This design comes from an exercise in tuning for small area on the open sky130 flow, not from production work. RTL that was checked went through simulation tests only; none was proved equivalent to the original. Power is estimated from default activity; no workload was simulated.

## sierra
Design top, start of the top module:
module top(
    input clock_12MHz,
    input RESET,
    input [8:0] KEY,
    input Mode_Switch,
    output [7:0] LED,
    output [3:0] MOTOR_OUT,
    output [3:0] FND_COM,
    output [7:0] FND_DATA,
    output BUZZER,
    output LCD_RS,
    output LCD_RW,
    output LCD_EN,
    output [7:0] LCD_DATA
);
clock: 10.0 ns
lec_check: 0
cap_margin: 20
core_margin: 2
core_utilization: 65
slew_margin: 20
standard.sh (not shown) runs the stock make flow with config.mk's settings and CLKGATE_MAP_FILE= SYNTH_SCRIPT=/design/flow/synth_recipe.tcl, a recipe that flattens the netlist after the stock synthesis.
==> flow/flow/run.sh <==
#!/bin/bash
# Standard ORFS flow, with an area-oriented ABC script for the logic mapping
# step, minimum-size buffers on ports and a clock tree without dummy loads.
set -euo pipefail
HERE=$(pwd)
rm -rf scripts_mod
cp -r "$FLOW_HOME/scripts" scripts_mod
cp flow/abc.script scripts_mod/abc_speed.script
bash standard.sh SCRIPTS_DIR="$HERE/scripts_mod" \
  MIN_BUF_CELL_AND_PORTS="sky130_fd_sc_hd__buf_1 A X" \
  BUFFER_PORTS_ARGS="-inputs -outputs -buffer_cell sky130_fd_sc_hd__buf_1" \
  CTS_ARGS="-sink_clustering_enable -repair_clock_nets -dont_use_dummy_load -buf_list sky130_fd_sc_hd__clkbuf_8 -sink_buffer_max_cap_derate 1.0 -sink_clustering_size 30" \
  finish > flow_make.log 2>&1
==> flow/flow/abc.script <==
&get -n
&st
&deepsyn -T 30
&dch
&nf -a
&put
topo
diff inputs: sierra => amber
==> flow/flow/run.sh <==
#!/bin/bash
# Standard ORFS flow with these changes:
#  - logic mapping uses an area-oriented ABC script (&deepsyn then &nf -a);
#    synthesis runs with several deepsyn seeds and the smallest netlist is kept
#    (registers are the same in every run: ABC only remaps the logic);
#  - minimum-size buffers on ports; clock tree without dummy loads.
# Each tool's output goes to a log file in this folder (and ORFS's own logs).
set -euo pipefail
HERE=$(pwd)
COMMON=(MIN_BUF_CELL_AND_PORTS="sky130_fd_sc_hd__buf_1 A X"
        BUFFER_PORTS_ARGS="-inputs -outputs -buffer_cell sky130_fd_sc_hd__buf_1"
        CTS_ARGS="-sink_clustering_enable -repair_clock_nets -dont_use_dummy_load -buf_list sky130_fd_sc_hd__clkbuf_8")
SEEDS="1 2 3 4 5 6 7 8"
for S in $SEEDS; do
  rm -rf "scripts_s$S" "syn_s$S"
  cp -r "$FLOW_HOME/scripts" "scripts_s$S"
  sed "s/SEED/$S/" flow/abc.script.in > "scripts_s$S/abc_speed.script"
done
run_synth() {
  local S=$1
  bash standard.sh SCRIPTS_DIR="$HERE/scripts_s$S" WORK_HOME="$HERE/syn_s$S" "${COMMON[@]}" synth \
    > "synth_s$S.log" 2>&1 || echo "synth seed $S failed" >> synth_s$S.log
}
set -- $SEEDS
while [ $# -gt 0 ]; do
  for S in $1 ${2:-} ${3:-} ${4:-}; do run_synth $S & done
  wait
  shift $(( $# < 4 ? $# : 4 ))
done
BEST=""; BESTA=""
for S in $SEEDS; do
  R="syn_s$S/reports/sky130hd/top/base/synth_stat.txt"
  [ -f "syn_s$S/results/sky130hd/top/base/1_synth.odb" ] || continue
  A=$(awk '/Chip area for module/ {print $NF}' "$R")
  echo "seed $S area $A" >> synth_choice.log
  if [ -z "$BEST" ] || awk "BEGIN{exit !($A < $BESTA)}"; then BEST=$S; BESTA=$A; fi
done
echo "best seed $BEST area $BESTA" >> synth_choice.log
rm -rf orfs
cp -a "syn_s$BEST" orfs
bash standard.sh SCRIPTS_DIR="$HERE/scripts_s$BEST" "${COMMON[@]}" finish > flow_make.log 2>&1
==> flow/flow/abc.script.in (new file) <==
&get -n
&st
&deepsyn -T 90 -S SEED
&dch
&nf -a
&put
topo
removed: flow/flow/abc.script
Notes after the runs:
Summary of amber over sierra: number of buffers inserted to repair setup after CTS ~0 delta; wire length -2.8%. Summary — first-pass GRT wire length, amber relative to sierra: lower, by 1.0%. Between amber and sierra, the difference in global-route usage is negligible. Summary — signal arrival time at the worst endpoint, amber relative to sierra: higher, by 0.09 ns. The fraction of the mapped netlist area in compound gates reported for amber is smaller than that of sierra by 2.2 points. Compared sierra against amber; clock buffer count within noise. amber — slew at the pin with the worst max-slew slack 0.018 ns higher, sierra as reference.
#### Input delta (maple over amber)
==> flow/flow/run.sh <==
#!/bin/bash
# Standard ORFS flow, with an area-oriented ABC script for the logic mapping
# step, minimum-size buffers on ports and a clock tree without dummy loads.
set -euo pipefail
HERE=$(pwd)
rm -rf scripts_mod
cp -r "$FLOW_HOME/scripts" scripts_mod
cp flow/abc.script scripts_mod/abc_speed.script
bash standard.sh SCRIPTS_DIR="$HERE/scripts_mod" \
  MIN_BUF_CELL_AND_PORTS="sky130_fd_sc_hd__buf_1 A X" \
  BUFFER_PORTS_ARGS="-inputs -outputs -buffer_cell sky130_fd_sc_hd__buf_1" \
  CTS_ARGS="-sink_clustering_enable -repair_clock_nets -dont_use_dummy_load -buf_list sky130_fd_sc_hd__clkbuf_8" \
  finish > flow_make.log 2>&1
==> flow/flow/abc.script (new file) <==
&get -n
&st
&deepsyn -T 240
&dch
&nf -a
&put
topo
removed: flow/flow/abc.script.in
[summary]
- Re starting utilization of the core area: maple is 1.3 points down on amber.
- As far as via count is concerned, amber and maple perform about the same.
- The post-route standard cell area excluding fillers of maple was inferior to that of amber.
- maple against amber: aggregate routed wire length went up 4.3%; routability-driven placement congestion ratio went down 0.049; overall power consumption went up 5.0 uW; placed instance area went up 120 sq um.
- Post-synthesis cell count, amber and maple: larger value in amber
- Lower area growth from synthesis to layout goes to maple over amber.
#### Input delta (zinc over maple)
diff --git a/flow/flow/run.sh b/flow/flow/run.sh
--- a/flow/flow/run.sh
+++ b/flow/flow/run.sh
@@ -11,3 +11,3 @@
   BUFFER_PORTS_ARGS="-inputs -outputs -buffer_cell sky130_fd_sc_hd__buf_1" \
-  CTS_ARGS="-sink_clustering_enable -repair_clock_nets -dont_use_dummy_load -buf_list sky130_fd_sc_hd__clkbuf_8" \
+  CTS_ARGS="-sink_clustering_enable -repair_clock_nets -dont_use_dummy_load -buf_list sky130_fd_sc_hd__clkbuf_8 -sink_clustering_size 30 -sink_clustering_max_diameter 300" \
   finish > flow_make.log 2>&1
==> flow/flow/abc.script <==
&get -n
&st
&deepsyn -T 30
&dch
&nf -a
&put
topo
[summary]
zinc reached the final stage; the timing, design-rule and antenna checks on its layout passed. Between zinc and maple, it is zinc whose clock group power is lower, by about 2%. zinc — compound-gate portion of the synthesized area 2.2 points higher, maple as reference. Between zinc and maple, the sequential element share of the synthesized area does not differ in any meaningful way.
Here is what was changed in the inputs of tundra compared with zinc.
diff --git a/flow/flow/run.sh b/flow/flow/run.sh
--- a/flow/flow/run.sh
+++ b/flow/flow/run.sh
@@ -11,3 +11,3 @@
   BUFFER_PORTS_ARGS="-inputs -outputs -buffer_cell sky130_fd_sc_hd__buf_1" \
-  CTS_ARGS="-sink_clustering_enable -repair_clock_nets -dont_use_dummy_load -buf_list sky130_fd_sc_hd__clkbuf_8 -sink_clustering_size 30 -sink_clustering_max_diameter 300" \
+  CTS_ARGS="-sink_clustering_enable -dont_use_dummy_load -root_buf sky130_fd_sc_hd__clkbuf_8 -buf_list sky130_fd_sc_hd__clkbuf_4 -sink_clustering_size 8" \
   finish > flow_make.log 2>&1
## What came out
Final number of hold-violating endpoints came out exactly the same in tundra and zinc.
Diff zinc -> tundra: multi-input logic portion of the cell area roughly the same; sequential share of layout area roughly the same.

* * *

Another version of the RTL of top (not shown whole).
Size in the first run: about 99 flip-flops, roughly 48 I/O pins, about 5300 um2 of cells after synthesis.
==> flow/design.v (excerpt) <==
module top(
    input clock_12MHz,
    input RESET,
    input [8:0] KEY,
    input Mode_Switch,
    output [7:0] LED,
    output [3:0] MOTOR_OUT,
    output [3:0] FND_COM,
    output [7:0] FND_DATA,
    output BUZZER,
    output LCD_RS,
    output LCD_RW,
    output LCD_EN,
    output [7:0] LCD_DATA
);
export LEC_CHECK = 0
export CAP_MARGIN = 20
export CORE_MARGIN = 2
export CORE_UTILIZATION = 65
export SLEW_MARGIN = 20
create_clock -name core_clock -period 10.0 [get_ports {clock_12MHz}]
==> flow/flow/run.sh <==
#!/bin/bash
# Standard ORFS flow, with an area-oriented ABC script for the logic mapping
# step, minimum-size port buffers and a clock tree without dummy loads.
set -euo pipefail
HERE=$(pwd)
rm -rf scripts_mod
cp -r "$FLOW_HOME/scripts" scripts_mod
cp flow/abc.script scripts_mod/abc_speed.script
bash standard.sh SCRIPTS_DIR="$HERE/scripts_mod" \
  BUFFER_PORTS_ARGS="-inputs -outputs -buffer_cell sky130_fd_sc_hd__buf_1" \
  CTS_ARGS="-sink_clustering_enable -repair_clock_nets -dont_use_dummy_load -buf_list sky130_fd_sc_hd__clkbuf_8" \
  finish > flow_make.log 2>&1
==> flow/flow/abc.script <==
&get -n
&st
&deepsyn -T 240
&dch
&nf -a
&put
topo
Then changed:
CORE_UTILIZATION = 40   (was 65)
Result: Flip-flop and latch count does not change; design area is higher by 1.5%; critical path depth stays the same; worst setup slack gets worse by 0.049 ns.

* * *

garnet:
top, a different RTL version from the one above (not shown whole).
Size: roughly 600 cells after synthesis, ~99 flip-flops, about 5400 um2 of cells after synthesis.
clock: 10.0 ns
lec_check: 0
cap_margin: 20
core_margin: 2
core_utilization: 40
cts_buf_list: sky130_fd_sc_hd__clkbuf_16
cts_cluster_diameter: 500
cts_cluster_size: 100
slew_margin: 20
==> flow/flow/run.sh <==
#!/bin/bash
# Standard ORFS flow, with an area-oriented ABC script for the logic mapping step
# and minimum-size port buffers.
set -euo pipefail
HERE=$(pwd)
rm -rf scripts_mod
cp -r "$FLOW_HOME/scripts" scripts_mod
cp flow/abc.script scripts_mod/abc_speed.script
bash standard.sh SCRIPTS_DIR="$HERE/scripts_mod" \
  BUFFER_PORTS_ARGS="-inputs -outputs -buffer_cell sky130_fd_sc_hd__buf_1" \
  finish > flow_make.log 2>&1
==> flow/flow/abc.script <==
&get -n
&st
&deepsyn -T 60
&dch
&nf -a
&put
topo
## Diff of input files: onyx against garnet
- CTS_CLUSTER_SIZE: 100 -> 30
- CTS_CLUSTER_DIAMETER: 500 -> 100
- CTS_BUF_LIST: sky130_fd_sc_hd__clkbuf_16 -> sky130_fd_sc_hd__clkbuf_8
==> comparison <==
- Compared with garnet, in onyx level count of the clock H-tree held, design area now smaller.
- Looking at ratio of final minimum period to clock period, onyx sits 0.32 points above garnet.
- Diff garnet -> onyx: layout filler cell count increased by 15 relative to the old numbers, transition time at the pin with the least slew margin went down 13 ps.
- Changes observed in onyx relative to garnet: worst setup slack after layout decreased by 32 ps relative to the old numbers; switching power went down by 5.4%; met3 demand-to-capacity share in global routing shows a reduction of 0.71 points; worst-skew pair later-pin latency now sits higher.
The inputs of xenon differ from those of onyx as listed below.
- a deleted CTS_BUF_LIST that had been sky130_fd_sc_hd__clkbuf_8
- a deleted CTS_CLUSTER_DIAMETER that had been 100
- a deleted CTS_CLUSTER_SIZE that had been 30
==> flow/flow/run.sh <==
#!/bin/bash
# Standard ORFS flow, with an area-oriented ABC script for the logic mapping
# step, minimum-size port buffers and a clock tree without dummy loads.
set -euo pipefail
HERE=$(pwd)
rm -rf scripts_mod
cp -r "$FLOW_HOME/scripts" scripts_mod
cp flow/abc.script scripts_mod/abc_speed.script
bash standard.sh SCRIPTS_DIR="$HERE/scripts_mod" \
  BUFFER_PORTS_ARGS="-inputs -outputs -buffer_cell sky130_fd_sc_hd__buf_1" \
  CTS_ARGS="-sink_clustering_enable -repair_clock_nets -dont_use_dummy_load -buf_list {sky130_fd_sc_hd__clkbuf_4 sky130_fd_sc_hd__clkbuf_8} -sink_clustering_size 12" \
  finish > flow_make.log 2>&1
Per the comparison of xenon with onyx, detailed-routed wire length on met3 increased by 120 um relative to the old numbers, via count barely changed, post-route worst hold slack did not really move, cell area fell by 1.7%, xor and xnor fraction of the mapped netlist area went up 0.32 points. onyx → xenon: worst setup slack now sits higher; total power draw now smaller; combined area of the multi-input logic cells roughly the same; post-layout minimum cycle time went down; critical path depth fell 1.
Modified inputs, willow compared to xenon
--- a/flow/flow/run.sh
+++ b/flow/flow/run.sh
@@ -9,4 +9,4 @@
 bash standard.sh SCRIPTS_DIR="$HERE/scripts_mod" \
   BUFFER_PORTS_ARGS="-inputs -outputs -buffer_cell sky130_fd_sc_hd__buf_1" \
-  CTS_ARGS="-sink_clustering_enable -repair_clock_nets -dont_use_dummy_load -buf_list {sky130_fd_sc_hd__clkbuf_4 sky130_fd_sc_hd__clkbuf_8} -sink_clustering_size 12" \
+  CTS_ARGS="-sink_clustering_enable -repair_clock_nets -dont_use_dummy_load -buf_list sky130_fd_sc_hd__clkbuf_8" \
   finish > flow_make.log 2>&1
==> run notes <==
There was hardly any difference in signed area change from the synthesized netlist to the final layout between willow and xenon.
The higher half-perimeter wire length after detailed placement came out of xenon.
Diff willow..xenon | combinational fraction of design power | negligible
For via count, xenon and willow come out practically identical.
Summary — synthesized cell count, willow relative to xenon: higher, by about 2%.
Changes observed in willow relative to xenon: final total power barely changed, cell count climbed about 1.5%.
No functional check of the RTL was part of any run of this note.

[separate check: timing with driven ports]
How much do the figures lean on ideal ports? The routed layouts below were timed once more, with nothing changed but the port constraints. Step 1 (the two cells are an assumption about what drives the block):
set clk [get_ports {clock_12MHz}]
set_driving_cell -lib_cell sky130_fd_sc_hd__clkbuf_16 $clk
set_driving_cell -lib_cell sky130_fd_sc_hd__buf_2 [delete_from_list [all_inputs] $clk]
Step 2 adds t to the input delays and takes it off the output delays; t is the mean of the earliest and latest rising clock arrival at the registers after step 1. Input paths then give back, and output paths get back, about the clock's delay inside the block. a / b / c = ideal / step 1 / step 2; a / b = the first two.
| run | shift t [ns] | slack for setup (ns) | worst setup path after step 2 | latest minus earliest clock arrival (ns) | worst register clock-pin slew, ns |
|---|---|---|---|---|---|
| sierra | 0.377 | 3.791 / 3.756 / 4.133 | register to output | 0.040 / 0.040 | 0.11 / 0.11 |
| amber | 0.375 | 3.700 / 3.668 / 4.043 | register to output | 0.039 / 0.038 | 0.10 / 0.10 |
| maple | 0.383 | 3.785 / 3.753 / 4.135 | register to output | 0.047 / 0.047 | 0.11 / 0.11 |
| zinc | 0.377 | 3.791 / 3.756 / 4.133 | register to output | 0.040 / 0.040 | 0.11 / 0.11 |
| tundra | 0.377 | 3.791 / 3.756 / 4.133 | register to output | 0.040 / 0.040 | 0.11 / 0.11 |
| the first run of note 2 | 0.382 | 3.503 / 3.468 / 3.850 | register to output | 0.040 / 0.040 | 0.11 / 0.11 |
| the second run of note 2 | 0.398 | 3.454 / 3.419 / 3.817 | register to output | 0.039 / 0.040 | 0.11 / 0.11 |
| garnet | 0.384 | 4.119 / 4.076 / 4.459 | register to output | 0.006 / 0.005 | 0.06 / 0.06 |
| onyx | 0.403 | 4.086 / 4.050 / 4.453 | register to output | 0.006 / 0.007 | 0.09 / 0.09 |
| xenon | 0.393 | 4.287 / 4.251 / 4.644 | register to output | 0.028 / 0.028 | 0.09 / 0.09 |
| willow | 0.398 | 4.099 / 4.061 / 4.458 | register to output | 0.011 / 0.011 | 0.08 / 0.08 |
After both steps setup and hold are still met in every run listed.
